This is an optimization exercise on Yosys and OpenROAD, whose aim is small area and a short achievable clock period, not a production implementation. Only simulation tests tie the RTL to the original design; equivalence was not proved. Power is estimated from default activity; no workload was simulated.

== run 1 ==
Design KSA_pipe, start of the top module:
module KSA_pipe(s, a, b, c, clk);
   input [63:0] a;
   input [63:0] b;
   input        c;
   input        clk;
   output [64:0] s;
   wire [79:0] x;
   reg  [79:0] xr;
   wire [64:0] sOut;
   reg  [64:0] sr;
   wire s1b0_p1;
   wire s1b0_p2;
   wire s1b0_p3;
   wire s1b0_p4;
   wire s1b0_g5;
   wire s1b0_g6;
   wire s1b0_g7;
   wire s1b0_g8;
   wire s1b0_g9;
   wire s1b0_g10;
   wire s1b0_g11;
   wire s1b0_g12;
   wire s1b1_p13;
   wire s1b1_p14;
   wire s1b1_p15;
   wire s1b1_p16;
   wire s1b1_g17;
   wire s1b1_g18;
   wire s1b1_g19;
   wire s1b1_g20;
   wire s1b1_g21;
   wire s1b1_g22;
   wire s1b1_g23;
   wire s1b2_p24;
   wire s1b2_p25;
   wire s1b2_p26;
   wire s1b2_p27;
   wire s1b2_g28;
   wire s1b2_g29;
   wire s1b2_g30;
   wire s1b2_g31;
   wire s1b2_g32;
   wire s1b2_g33;
   wire s1b2_g34;
   wire s1b3_p35;
   wire s1b3_p36;
   wire s1b3_p37;
   wire s1b3_p38;
   wire s1b3_g39;
   wire s1b3_g40;
   wire s1b3_g41;
   wire s1b3_g42;
   wire s1b3_g43;
   wire s1b3_g44;
   wire s1b3_g45;
   wire s1b4_p46;
   wire s1b4_p47;
   wire s1b4_p48;
   wire s1b4_p49;
   wire s1b4_g50;
   wire s1b4_g51;
   wire s1b4_g52;
   wire s1b4_g53;
   wire s1b4_g54;
   wire s1b4_g55;
   wire s1b4_g56;
   wire s1b5_p57;
   wire s1b5_p58;
   wire s1b5_p59;
   wire s1b5_p60;
   wire s1b5_g61;
   wire s1b5_g62;
   wire s1b5_g63;
   wire s1b5_g64;
   wire s1b5_g65;
   wire s1b5_g66;
   wire s1b5_g67;
   wire s1b6_p68;
   wire s1b6_p69;
   wire s1b6_p70;
   wire s1b6_p71;
   wire s1b6_g72;
   wire s1b6_g73;
   wire s1b6_g74;
   wire s1b6_g75;
   wire s1b6_g76;
   wire s1b6_g77;
   wire s1b6_g78;
   wire s1b7_p79;
   wire s1b7_p80;
   wire s1b7_p81;
   wire s1b7_p82;
   wire s1b7_g83;
   wire s1b7_g84;
  ...
==> flow/config.mk <==
export PLATFORM = sky130hd
export DESIGN_NAME = KSA_pipe
export DESIGN_NICKNAME = KSA_pipe
export VERILOG_FILES = /design/flow/design.v
export SDC_FILE = /design/flow/constraint.sdc
export NUM_CORES = 4
export LEC_CHECK = 0
export ABC_AREA = 1
export CAP_MARGIN = 20
export CORE_MARGIN = 2
export CORE_UTILIZATION = 40
export SETUP_SLACK_MARGIN = 2.0
export SLEW_MARGIN = 20
==> flow/constraint.sdc <==
create_clock -name core_clock -period 3.4 [get_ports {clk}]
set_input_delay 0.6800 -clock core_clock [delete_from_list [all_inputs] [get_ports {clk}]]
set_output_delay 0.6800 -clock core_clock [all_outputs]
set_load 0.01 [all_outputs]
standard.sh (not shown) runs the stock make flow with config.mk's settings and CLKGATE_MAP_FILE= SYNTH_SCRIPT=/design/flow/synth_recipe.tcl, a recipe that flattens the netlist after the stock synthesis.
==> flow/flow/run.sh <==
#!/bin/bash
# Layout: the standard flow, except that synthesis maps no full or half
# adder cells (ADDER_MAP_FILE empty), so that abc maps the adder logic itself.
set -euo pipefail
bash standard.sh ADDER_MAP_FILE= finish > standard.log 2>&1
Run 1 | stages: all done | timing, DRC, antenna: all pass
Setup changes, run 1 to run 2
Settings: changing SETUP_SLACK_MARGIN from 2.0 to 1.6.
==> results.txt <==
Run 2 finished every step from synthesis to the final layout, and the layout passed the timing, DRC and antenna checks.
Delta (run 2 minus run 1): clock share of power ~0 delta; highest clock frequency the design can meet decreased 0.072 GHz; detailed-route wire length moved down.
Logic depth of the worst register-to-register path (run 2 over run 1): increase, 4
Layout-stage area growth over the synthesis result in run 2 is 17 points lower than in run 1
Post-CTS repair timing setup buffer count, run 1 and run 2, higher one = run 1.
Compared to run 1, run 2 has final area about 10% lower.
Row worst setup slack: run 2 lower / run 1 higher
Run 2 reports its beginning of the critical path as b[9] while run 1 reports xr[51].
Note that the non-filler instance count after layout recorded for run 1 amounts to 1.06 times the value seen in run 2.
Side by side, utilization turned out lower in run 2 than in run 1.
What run 3 does differently from run 2 at the input level:
Settings: swapping 1.6 for 2.0 in SETUP_SLACK_MARGIN.
==> flow/flow/run.sh <==
#!/bin/bash
# Layout: the standard flow (standard.sh) with these changes: synthesis maps
# no full or half adder cells (ADDER_MAP_FILE empty), so abc maps the adder logic
# itself; and the make variables below for port buffers and clock tree synthesis.
set -euo pipefail
bash standard.sh ADDER_MAP_FILE= BUFFER_PORTS_ARGS=-buffer_cell\ sky130_fd_sc_hd__buf_1 CTS_ARGS=-sink_clustering_enable\ -repair_clock_nets\ -dont_use_dummy_load\ -buf_list\ sky130_fd_sc_hd__clkbuf_8\ -sink_clustering_size\ 24\ -sink_clustering_max_diameter\ 80 finish > standard.log 2>&1
==> results.txt <==
What run 3 reported for power density over the cells has to be multiplied by 1.12 to get the figure for run 2.
Run 3 vs run 2: final standard cell utilization of the core down
In the reports for run 3 and run 2, the larger net switching fraction of the power belongs to run 3.
The worst hold slack of run 3 and that of run 2 are within noise of each other.
Post-route cell area, run 3 and run 2: lower on run 3
Diff run 2 -> run 3: global-route track usage on met3 climbed 0.17 points; fmax climbed 9.1%; detailed-route vias per instance dropped 0.027.
For first-pass GRT wire length, dividing the value from run 3 by the value from run 2 gives 0.908.
Setup changes, run 3 to run 4
==> flow/flow/run.sh <==
#!/bin/bash
# Layout: the standard flow (standard.sh) with these changes: synthesis maps
# no full or half adder cells (ADDER_MAP_FILE empty), so abc maps the adder logic
# itself; and the make variables below for port buffers and clock tree synthesis.
set -euo pipefail
bash standard.sh ADDER_MAP_FILE= BUFFER_PORTS_ARGS=-buffer_cell\ sky130_fd_sc_hd__buf_2 finish > standard.log 2>&1
Global-route wire length before repair (run 4 vs. run 3) increases by more than 10%
Number of vias after detailed routing, run 4 vs run 3: up by a few percent
Run 4 vs. run 3: number of stages on the worst setup path went up by 1.
Global-route usage: run 4 vs run 3 up 1.4 points
Run 3 → run 4: final clock period utilization by the worst path fell 0.28 points; achievable clock frequency shows an increase of 0.58%; routed wire length increased by 14% relative to the old numbers.
Relative to run 3, the final cell area reported for run 4 is higher.
The run with more setup slack is run 4; run 3 has less.
For average cell area after synthesis, run 3 and run 4 come out practically identical.

-- afterwards: timing with drivers on the ports --
The results above use ideal ports. As a check the final layouts listed here were re-extracted and re-timed, cells and wires unchanged.
Step 1 assumes that a clkbuf_16 drives the clock port and a buf_2 every other input.
Step 2 times the ports against the registers' clock, not the clock port: input delays grow and output delays shrink by t, the midpoint of the rising clock arrivals with the driver on.
Three values: ideal ports, drivers, drivers and shift; two values: the first two.
run	shift t [ns]	setup slack, ns	hold slack, ns	worst setup path at the end	worst slew at a driven data input, ns
run 1	0.453	1.831 / 1.828 / 1.563	0.326 / 0.326 / 0.326	input to register	0.06
run 2	0.449	1.630 / 1.642 / 1.194	0.326 / 0.326 / 0.326	input to register	0.07
run 3	0.470	1.779 / 1.779 / 1.607	0.327 / 0.327 / 0.327	input to register	0.05
run 4	0.446	1.788 / 1.788 / 1.596	0.326 / 0.326 / 0.326	input to register	0.04
After both steps every run listed still meets setup and hold. The setup slack of run 2, which loses most, moves by +0.012 ns with the drivers and by -0.436 ns with both steps.
